Context: an optimization exercise on an open-source flow, tuned for small area, a short achievable clock period and few clock cycles per item. The choices shown serve that exercise and are no tape-out recipe.
At most, simulation tests tie the RTL to the original design; equivalence was not proved.
No activity file was given, so power comes from the tool's default toggle rates.

Design Divider, start of the top module:
module Divider(CLK, CS, WE, SN, AD, DI, DO, DONE);
    input CLK;
    input CS;
    input WE;
    input SN;
    input AD;
    input [17:0] DI;
    output DONE;
    output [17:0] DO;
    reg [17:0] R;        
    reg [18:0] D;        
    reg [17:0] Q;        
    reg [5:0]  K;        
    reg        busy;
    reg        first;
    reg        neg_quo;
    reg        neg_rem;
    function [4:0] lzc;
        input [17:0] x;
        integer i;
        begin
            lzc = 5'd18;
            for (i = 0; i < 18; i = i + 1)
                if (x[i]) lzc = 5'd17 - i;
        end
    endfunction
    wire        wr_n = CS & WE & ~AD;
    wire        wr_d = CS & WE & AD;
    wire        neg_in = SN & DI[17];
    wire        di_zero = (DI == 18'd0);
    wire        neg_q_in = neg_quo ^ neg_in;
    wire [17:0] por;
    genvar m;
    generate for (m = 0; m < 18; m = m + 1) begin : po
        if (m == 0) begin : z
            assign por[m] = 1'b0;
        end else begin : o
            assign por[m] = |DI[m-1:0];
        end
    end endgenerate
    wire [17:0] nmag = DI ^ ({18{~neg_in}} & por);
  ...
Size in the first run: roughly 760 cells after synthesis, about 65 flip-flops, ~42 I/O pins, about 6300 um^2 of cells after synthesis.
==> flow/config.mk <==
export PLATFORM = sky130hd
export DESIGN_NAME = Divider
export DESIGN_NICKNAME = Divider
export VERILOG_FILES = /design/flow/design.v
export SDC_FILE = /design/flow/constraint.sdc
export NUM_CORES = 4
export LEC_CHECK = 0
export ABC_CLOCK_PERIOD_IN_PS = 3500
export CAP_MARGIN = 20
export CORE_MARGIN = 2
export CORE_UTILIZATION = 60
export PLACE_DENSITY = 0.7
export SETUP_SLACK_MARGIN = 1.7
export SLEW_MARGIN = 20
==> flow/constraint.sdc <==
create_clock -name core_clock -period 5.0 [get_ports {CLK}]
set_input_delay 1.0000 -clock core_clock [delete_from_list [all_inputs] [get_ports {CLK}]]
set_output_delay 1.0000 -clock core_clock [all_outputs]
set_load 0.01 [all_outputs]
standard.sh (not shown) runs the stock make flow with config.mk's settings and CLKGATE_MAP_FILE= SYNTH_SCRIPT=/design/flow/synth_recipe.tcl, a recipe that flattens the netlist after the stock synthesis.
==> flow/flow/run.sh <==
#!/bin/bash
# The standard layout (the standard.sh, unchanged synthesis and steps),
# with the port buffers that buffer_ports inserts made plain buf_2 cells
# instead of the delay buffers it picks by default.
set -euo pipefail
export BUFFER_PORTS_ARGS="-buffer_cell sky130_fd_sc_hd__buf_2"
bash standard.sh > standard.log 2>&1
The first run ran to the end with no violations.
Next try:
- SETUP_SLACK_MARGIN: 1.7 -> 1.5
- The changed run ran to the end with no violations
- cell area rose by 0.42%
- power fell by 2.5%
- worst setup slack loses 0.11 ns
- utilization rose by 0.29 points
- maximum frequency fell by 2.7%
- die area is unchanged
- synthesized cell count does not change
- sequential power hardly moves
No run of this note included a check of the RTL's function; only the layout flow was run.

========
== lane 1 ==
Another version of the RTL of Divider (not shown whole).
For scale: ~850 cells after synthesis, roughly 70 flip-flops, about 42 I/O pins, about 5900 sq um of cells after synthesis.
export LEC_CHECK = 0
export ABC_AREA = 1
export CAP_MARGIN = 20
export CORE_MARGIN = 2
export CORE_UTILIZATION = 60
export PLACE_DENSITY = 0.7
export SETUP_SLACK_MARGIN = 1.8
export SLEW_MARGIN = 20
create_clock -name core_clock -period 5.0 [get_ports {CLK}]
Scripts as last shown in full above: flow/flow/run.sh
Lane 1 | stages: all done | timing, DRC, antenna: all pass
Testbench counts of lane 1, summed over its fixed seeds: cycles 10,107, items 2,400.
The following lists how lane 2 was set up differently from lane 1:
--- a/flow/config.mk
+++ b/flow/config.mk
@@ -12,3 +12,3 @@
 export PLACE_DENSITY = 0.7
-export SETUP_SLACK_MARGIN = 1.8
+export SETUP_SLACK_MARGIN = 1.9
 export SLEW_MARGIN = 20
Notes after the runs:
- Via count sits higher in lane 2 than in lane 1.
- DO[8] as the end of the critical path was reported by lane 2, and DO[17] by lane 1.
- In the tables for lane 1 and lane 2, final routed wire length divided by cell count reads lower with lane 1.
- Lane 2 vs lane 1: length in cells of the worst reg-to-reg path down
- The switching component of the power reported for lane 2 is greater than that of lane 1 by about 4%.
- Delta (lane 2 minus lane 1): cell depth of the worst hold path shows no meaningful change, slew at the pin with the worst max-slew slack lower.
- | met2 wirelength from detailed routing | lane 2 vs lane 1 | 8.8% higher |
- Lane 2: all stages complete, timing, DRC and antenna checks passed
- Post-placement cell count: lane 2 vs lane 1, no meaningful difference
Inputs modified between lane 2 and lane 3:
--- a/flow/config.mk
+++ b/flow/config.mk
@@ -12,3 +12,3 @@
 export PLACE_DENSITY = 0.7
-export SETUP_SLACK_MARGIN = 1.9
+export SETUP_SLACK_MARGIN = 2.0
 export SLEW_MARGIN = 20
Findings:
Per the final summary, lane 3 finished and its layout is clean on timing, DRC and antenna.
Measured against each other, lane 2 and lane 3 differ in critical path depth, the lower figure coming from lane 2.
Against lane 2, global-route wire length before repair in lane 3 came out better.
Compared with lane 2, lane 3 shows a higher routability congestion estimate from global placement.
Lane 2 has lower clock network fraction of design power than lane 3.
Going from lane 2 to lane 3, first-iteration DRC count shrinks by about 11%.
Between lane 2 and lane 3, smallest hold slack is higher for lane 2, lane 3 comes in under that.
Lane 2 has lower routing usage on met3 than lane 3.
The standard cells in lane 3 occupy more silicon area than those in lane 2 do.

========
Divider, a different RTL version from the one above (not shown whole).
Size: about 780 cells after synthesis, roughly 42 I/O pins, about 6400 µm² of cells after synthesis.
## Divider
module Divider(CLK, CS, WE, SN, AD, DI, DO, DONE);
    input CLK;
    input CS;
    input WE;
    input SN;
    input AD;
    input [17:0] DI;
    output DONE;
    output [17:0] DO;
    reg [17:0] R;        
    reg [18:0] D;        
    reg [17:0] Q;        
    reg [4:0]  K;        
    reg [4:0]  L;        
    reg        busy;
    reg        first;
    reg        neg_quo;
    reg        neg_rem;
    function [4:0] lzc;
        input [17:0] x;
        integer i;
        begin
            lzc = 5'd18;
            for (i = 0; i < 18; i = i + 1)
                if (x[i]) lzc = 5'd17 - i;
        end
    endfunction
    wire        wr_n = CS & WE & ~AD;
    wire        wr_d = CS & WE & AD;
    wire        neg_in = SN & DI[17];
    wire        di_zero = (DI == 18'd0);
    wire        neg_q_in = neg_quo ^ neg_in;
    wire [17:0] por;
    genvar m;
    generate for (m = 0; m < 18; m = m + 1) begin : po
        if (m == 0) begin : z
            assign por[m] = 1'b0;
        end else begin : o
            assign por[m] = |DI[m-1:0];
        end
    end endgenerate
    wire [17:0] nmag = DI ^ ({18{~neg_in}} & por);
    wire [4:0]  lz_in = lzc(~nmag);              
    wire [4:0]  kk = K - L;
    wire        q_zero = first & (K < L);        
    wire        align = first & (K > L);
    wire        step = busy & ~first | first & (K == L);
    wire        pre = first & neg_quo;           
    wire [18:0] a = {neg_rem & R[17], R};
    wire [18:0] sg [0:5];
    wire [18:0] sp [0:5];
    assign sg[0] = a & D;
    assign sp[0] = a ^ D;
    genvar l, i;
    generate for (l = 0; l < 5; l = l + 1) begin : lv
        for (i = 0; i < 19; i = i + 1) begin : b
            if ((i >> l) & 1) begin : m
                localparam integer j = ((i >> l) << l) - 1;
                assign sg[l+1][i] = sg[l][i] | (sp[l][i] & sg[l][j]);
                assign sp[l+1][i] = sp[l][i] & sp[l][j];
            end else begin : t
                assign sg[l+1][i] = sg[l][i];
                assign sp[l+1][i] = sp[l][i];
            end
        end
    end endgenerate
  ...
==> flow/config.mk <==
export PLATFORM = sky130hd
export DESIGN_NAME = Divider
export DESIGN_NICKNAME = Divider
export VERILOG_FILES = /design/flow/design.v
export SDC_FILE = /design/flow/constraint.sdc
export NUM_CORES = 4
export LEC_CHECK = 0
export CAP_MARGIN = 20
export CORE_MARGIN = 2
export CORE_UTILIZATION = 60
export PLACE_DENSITY = 0.7
export SETUP_SLACK_MARGIN = 1.7
export SLEW_MARGIN = 20
==> flow/constraint.sdc <==
create_clock -name core_clock -period 5.0 [get_ports {CLK}]
set_input_delay 1.0000 -clock core_clock [delete_from_list [all_inputs] [get_ports {CLK}]]
set_output_delay 1.0000 -clock core_clock [all_outputs]
set_load 0.01 [all_outputs]
Scripts as last shown in full above: flow/flow/run.sh
Testbench counts at the start, summed over its fixed seeds: cycles 10,107, items 2,400.
Change:
- SETUP_SLACK_MARGIN: 1.7 -> 2.0
- The changed run went through all stages and came out clean
- critical path depth rose by 4
- sequential cell count does not change
- routed wire length rose by 4.2%
- worst hold slack gets worse by 0.0065 ns
Change:
- ABC_AREA: unset -> 1
- PLACE_DENSITY: 0.7 -> 0.65
- SETUP_SLACK_MARGIN: 2.0 -> 1.9
Outcome:
- synthesized area falls by 5.9%
- clock skew rises by 0.013 ns
- clock power rises by 19%
- global-route usage falls by 3.0 points
- setup slack degrades by 0.0096 ns
- wire length falls by 11%
- maximum frequency falls by 0.32%
- register-to-register slack barely changes
- die area falls by 5.7%
Change:
- PLACE_DENSITY: 0.65 -> 0.7
- SETUP_SLACK_MARGIN: 1.9 -> 2.1
Result:
- hold slack gets better by 0.040 ns
- setup slack is better by 0.081 ns
- final cell count grows by 3.8%
- synthesized cell count is unchanged
- critical path depth increases by 2
- count of clock-buffer cells in the layout stays the same
- register-to-register slack gets better by 0.08 ns
- total power came out higher by 10%
- first-iteration DRC count climbs by 15%
- die area is unchanged

========
Starting RTL as in the previous note.
clock: 5.0 ns
lec_check: 0
cap_margin: 20
core_margin: 2
core_utilization: 60
place_density: 0.7
setup_slack_margin: 1.9
slew_margin: 20
Scripts as last shown in full above: flow/flow/run.sh
The starting point completed without violations.
Testbench counts at the start, summed over its fixed seeds: cycles 10,107, items 2,400.
Rerun with:
Settings changed: ABC_AREA set to 1, CORE_UTILIZATION 60 to 65, PLACE_DENSITY 0.7 to 0.75.
Result:
- The new run went through all stages and came out clean
- synthesized cell count grows by 10%
- worst setup slack gets worse by 5.0 ps
- design area shrinks by about 2.4%
- total power shrinks by 7.1%

========
v20:
Divider, a different RTL version from the one above (not shown whole).
Size: ~760 cells after synthesis, roughly 68 flip-flops, about 0.0062 mm^2 of cells after synthesis.
Settings: LEC_CHECK=0, ABC_CLOCK_PERIOD_IN_PS=3500, CAP_MARGIN=20, CORE_MARGIN=2, CORE_UTILIZATION=75, PLACE_DENSITY=0.85, SETUP_SLACK_MARGIN=1.5, SLEW_MARGIN=20; clock period 5.0 ns.
Scripts as last shown in full above: flow/flow/run.sh
Testbench counts of v20, summed over its fixed seeds: cycles 10,057, items 2,400.
What v22 does differently from v20 at the input level:
# v20
export LEC_CHECK = 0
export ABC_CLOCK_PERIOD_IN_PS = 3500
export CAP_MARGIN = 20
export CORE_MARGIN = 2
export CORE_UTILIZATION = 75
export PLACE_DENSITY = 0.85
export SETUP_SLACK_MARGIN = 1.5
export SLEW_MARGIN = 20
create_clock -name core_clock -period 5.0 [get_ports {CLK}]
# v22
export LEC_CHECK = 0
export ABC_CLOCK_PERIOD_IN_PS = 3500
export CAP_MARGIN = 20
export CORE_MARGIN = 2
export CORE_UTILIZATION = 60
export PLACE_DENSITY = 0.7
export SETUP_SLACK_MARGIN = 1.5
export SLEW_MARGIN = 20
create_clock -name core_clock -period 5.0 [get_ports {CLK}]
[summary]
Against v20, v22 comes in about 10% lower on via density per instance.
v20 → v22: initial detailed-routing violation count shows a reduction of 22%, routability congestion estimate from global placement shows a reduction of 6.5%.
In the flow results for v20 and v22, the sequential share of layout area is smaller on v22.
v22 vs v20, met1 track demand over resource went down by 7.2 points.
Per the comparison of v22 with v20, die area has increased, combined global-route utilization of all metal layers has decreased.
--- input diff v22..v34 ---
# v22
export LEC_CHECK = 0
export ABC_CLOCK_PERIOD_IN_PS = 3500
export CAP_MARGIN = 20
export CORE_MARGIN = 2
export CORE_UTILIZATION = 60
export PLACE_DENSITY = 0.7
export SETUP_SLACK_MARGIN = 1.5
export SLEW_MARGIN = 20
create_clock -name core_clock -period 5.0 [get_ports {CLK}]
# v34
export LEC_CHECK = 0
export ABC_CLOCK_PERIOD_IN_PS = 3500
export CAP_MARGIN = 20
export CORE_MARGIN = 2
export CORE_UTILIZATION = 60
export PLACE_DENSITY = 0.7
export SETUP_SLACK_MARGIN = 2.0
export SLEW_MARGIN = 20
create_clock -name core_clock -period 5.0 [get_ports {CLK}]
### Flow results
For the post-route fraction of the period consumed by the critical path, v34 came in 1.4 points lower than v22 did.
Cmp v22 and v34 / area overhead of the layout relative to synthesis / lower: v22
Against v22 as the reference, v34 delivers a lower global routing met1 resource utilization.
Diff v22 -> v34: worst setup slack increased 72 ps; number of gates on the worst path with buffers counted fell 3.
Where via count is concerned, v22 is better than v34.
Comparing v22 and v34, the higher proportion of power drawn by flip-flops and latches is on v22.
Routed wire length per instance went up by a little under 10% going from v22 to v34.
v34 -> v22: total overflow reported by the global router delta 0, exact match
Startpoint of the worst setup timing path = R[6]: v34; startpoint of the worst setup timing path = K[0]: v22
v34 reports its kind of critical path as reg2out while v22 reports reg2reg.
Filler-free cell count of the finished design for v34: 60 up relative to v22
#### Input delta (v42 over v34)
# v34
export LEC_CHECK = 0
export ABC_CLOCK_PERIOD_IN_PS = 3500
export CAP_MARGIN = 20
export CORE_MARGIN = 2
export CORE_UTILIZATION = 60
export PLACE_DENSITY = 0.7
export SETUP_SLACK_MARGIN = 2.0
export SLEW_MARGIN = 20
create_clock -name core_clock -period 5.0 [get_ports {CLK}]
# v42
export LEC_CHECK = 0
export ABC_CLOCK_PERIOD_IN_PS = 3500
export CAP_MARGIN = 20
export CORE_MARGIN = 2
export CORE_UTILIZATION = 60
export PLACE_DENSITY = 0.7
export SETUP_SLACK_MARGIN = 1.3
export SLEW_MARGIN = 20
create_clock -name core_clock -period 5.0 [get_ports {CLK}]
## What came out
- v42 vs v34: fraction of power consumed by combinational cells down
- v42 against v34: register fraction of the total cell area rose 3.3 points, routed length on met3 fell 650 um, register-to-register slack fell 350 ps.
- v42 vs. v34: area taken by multi-input logic gates dropped 8.5%; finished layout cell area dropped 13%; first-pass GRT wire length dropped about 6.5%.

========
The RTL this note starts from:
==> flow/design.v <==
module Divider(CLK, CS, WE, SN, AD, DI, DO, DONE);
    input CLK;
    input CS;
    input WE;
    input SN;
    input AD;
    input [17:0] DI;
    output DONE;
    output [17:0] DO;
    reg [17:0] R;        
    reg [18:0] D;        
    reg [17:0] Q;        
    reg [4:0]  K;        
    reg [4:0]  L;        
    reg        busy;
    reg        first;
    reg        neg_quo;
    reg        neg_rem;
    function [4:0] lzc;
        input [17:0] x;
        integer i;
        begin
            lzc = 5'd18;
            for (i = 0; i < 18; i = i + 1)
                if (x[i]) lzc = 5'd17 - i;
        end
    endfunction
    wire        wr_n = CS & WE & ~AD;
    wire        wr_d = CS & WE & AD;
    wire        neg_in = SN & DI[17];
    wire        di_zero = (DI == 18'd0);
    wire        neg_q_in = neg_quo ^ neg_in;
    wire [17:0] por;
    genvar m;
    generate for (m = 0; m < 18; m = m + 1) begin : po
        if (m == 0) begin : z
            assign por[m] = 1'b0;
        end else begin : o
            assign por[m] = |DI[m-1:0];
        end
    end endgenerate
    wire [17:0] nmag = DI ^ ({18{~neg_in}} & por);
    wire [4:0]  lz_in = lzc(~nmag);              
    wire [4:0]  kk = K - L;
    wire        q_zero = first & (K < L);        
    wire        align = first & (K > L);
    wire        step = busy & ~first | first & (K == L);
    wire        pre = first & neg_quo;           
    wire [18:0] a = {neg_rem & R[17], R};
    wire [18:0] sg [0:5];
    wire [18:0] sp [0:5];
    assign sg[0] = a & D;
    assign sp[0] = a ^ D;
    genvar l, i;
    generate for (l = 0; l < 5; l = l + 1) begin : lv
        for (i = 0; i < 19; i = i + 1) begin : b
            if ((i >> l) & 1) begin : m
                localparam integer j = ((i >> l) << l) - 1;
                assign sg[l+1][i] = sg[l][i] | (sp[l][i] & sg[l][j]);
                assign sp[l+1][i] = sp[l][i] & sp[l][j];
            end else begin : t
                assign sg[l+1][i] = sg[l][i];
                assign sp[l+1][i] = sp[l][i];
            end
        end
    end endgenerate
    wire [17:0] cy = {sg[5][16:0] | (sp[5][16:0] & {17{neg_rem}}), neg_rem};
    wire [17:0] sum = sp[0][17:0] ^ cy;
    wire        sign0 = sp[0][18] ^ sg[5][17];   
    wire        c = sign0 ^ ~neg_rem;            
    assign DONE = ~busy | q_zero;
    assign DO = AD ? R : Q ^ {18{neg_quo}};
    wire [37:0] dsh = {D, {19{neg_rem}}} << kk;
    always @(posedge CLK) begin
        if (wr_n)
            R <= DI;
        else if ((step | pre) & c)
            R <= sum;
        if (wr_d)
            D <= {1'b1, nmag} ^ {19{neg_rem}};
        else if (align)
            D <= dsh[37:19];
        else
            D <= {D[18], D[18:1]};
        if (wr_d)
            Q <= {{17{di_zero | neg_q_in}}, di_zero ^ neg_q_in};
        else if (step)
            Q <= {Q[16:0] & ~{17{pre & c}}, c ^ pre};
        else if (align)
            Q <= 18'd0;
        if (wr_n)
            L <= di_zero ? 5'd18 : lz_in;
        if (wr_d)
            K <= lz_in;
        else if (first)
            K <= kk;
        else
            K <= K - 5'd1;
        if (wr_d) begin
            busy <= ~di_zero;
            first <= ~di_zero;
        end
        else begin
            if (q_zero | step & (first | (K == 5'd0))) busy <= 1'b0;
            first <= 1'b0;
        end
        if (wr_n) begin
            neg_quo <= neg_in;
            neg_rem <= neg_in;
        end
        else if (wr_d)
            neg_quo <= neg_q_in;
    end
endmodule
clock: 5.0 ns
lec_check: 0
cap_margin: 20
core_margin: 2
core_utilization: 50
place_density: 0.6
setup_slack_margin: 1.9
slew_margin: 20
Scripts as last shown in full above: flow/flow/run.sh
Testbench counts at the start, summed over its fixed seeds: cycles 10,107, items 2,400.
Edit:
- CORE_UTILIZATION: 50 -> 60
- PLACE_DENSITY: 0.6 -> 0.7
- SETUP_SLACK_MARGIN: 1.9 -> 1.5
- TNS_END_PERCENT: unset -> 0
What happened: The new run passed the timing, DRC and antenna checks. Utilization came out higher by 9.0 points. Area after synthesis stays the same. Power drops by 7.7%. Setup slack is worse by 0.25 ns.
Edit:
- ABC_CLOCK_PERIOD_IN_PS: unset -> 3500
- TNS_END_PERCENT: 0 -> unset
After rerunning: Final area stays the same; setup slack stays the same; via count is unchanged; global-route usage is unchanged; maximum frequency stays the same; clock power barely changes; combinational power is about the same; worst hold slack stays the same.
Edit:
- ABC_CLOCK_PERIOD_IN_PS: 3500 -> unset
- SETUP_SLACK_MARGIN: 1.5 -> 2.1
The changed run ran to the end with no violations.
Cell area rose by a few percent.
Via count rose by a few percent.
Wire length rose by a few percent.
Worst setup slack is better by 0.37 ns.
Core utilization rose by 3.6 points.
Power rose by a few percent.
Clock skew hardly moves.
Area after synthesis is unchanged.
Hold slack is worse by 0.0066 ns.
Die area is unchanged.
Combinational power rose by roughly a tenth.
Edit:
- ABC_AREA: unset -> 1
- SETUP_SLACK_MARGIN: 2.1 -> 1.9
Register-to-register slack degrades by 0.09 ns.
Sequential power drops by about 4%.
Core utilization drops by 0.62 points.
Cell count climbs by 9.7%.
Clock power climbs by 15%.
Synthesized area drops by 5.9%.
Sequential share of layout area climbs by 1.8 points.

static timing again, ports no longer ideal:
In the flow no input, the clock included, has a driving cell. The finished layouts below were timed again as built, in two steps.
Step 1 assumes that a clkbuf_16 drives the clock port and a buf_2 every other input.
Step 2 adds t to the input delays and takes it off the output delays; t is the mean of the earliest and latest rising clock arrival at the registers after step 1. Input paths then give back, and output paths get back, about the clock's delay inside the block.
Slacks: ideal ports / drivers / drivers and shift; pairs: ideal ports / drivers.
| run | shift t [ns] | slack for setup (ns) | worst register clock-pin slew, ns |
|---|---|---|---|
| the first run of note 1 | 0.395 | 1.032 / 1.020 / 0.626 | 0.09 / 0.09 |
| the second run of note 1 | 0.401 | 0.923 / 0.932 / 0.531 | 0.08 / 0.08 |
| lane 1 | 0.377 | 1.947 / 1.923 / 1.612 | 0.09 / 0.09 |
| lane 2 | 0.394 | 1.971 / 1.939 / 1.701 | 0.09 / 0.09 |
| lane 3 | 0.387 | 2.093 / 2.058 / 1.862 | 0.08 / 0.08 |
| the first run of note 3 | 0.398 | 1.795 / 1.760 / 1.483 | 0.09 / 0.09 |
| the second run of note 3 | 0.405 | 1.969 / 1.956 / 1.741 | 0.08 / 0.08 |
| the third run of note 3 | 0.390 | 1.959 / 1.959 / 1.623 | 0.10 / 0.10 |
| the fourth run of note 3 | 0.406 | 2.041 / 2.019 / 1.749 | 0.09 / 0.09 |
| the first run of note 4 | 0.388 | 1.996 / 1.962 / 1.627 | 0.10 / 0.10 |
| the second run of note 4 | 0.379 | 1.991 / 1.984 / 1.727 | 0.09 / 0.09 |
| v20 | 0.401 | 1.449 / 1.417 / 1.246 | 0.09 / 0.09 |
| v22 | 0.386 | 1.582 / 1.582 / 1.312 | 0.08 / 0.08 |
| v34 | 0.394 | 1.654 / 1.620 / 1.507 | 0.08 / 0.08 |
| v42 | 0.403 | 1.473 / 1.437 / 1.239 | 0.10 / 0.10 |
| the first run of note 6 | 0.374 | 1.929 / 1.929 / 1.647 | 0.06 / 0.06 |
| the second run of note 6 | 0.372 | 1.682 / 1.682 / 1.358 | 0.08 / 0.08 |
| the third run of note 6 | 0.372 | 1.682 / 1.682 / 1.358 | 0.08 / 0.08 |
| the fourth run of note 6 | 0.404 | 2.050 / 2.050 / 1.791 | 0.08 / 0.08 |
| the fifth run of note 6 | 0.390 | 1.959 / 1.959 / 1.623 | 0.10 / 0.10 |
After both steps setup and hold are still met in every run listed. The setup slack of the first run of note 1, which loses most, moves by -0.012 ns with the drivers and by -0.406 ns with both steps.
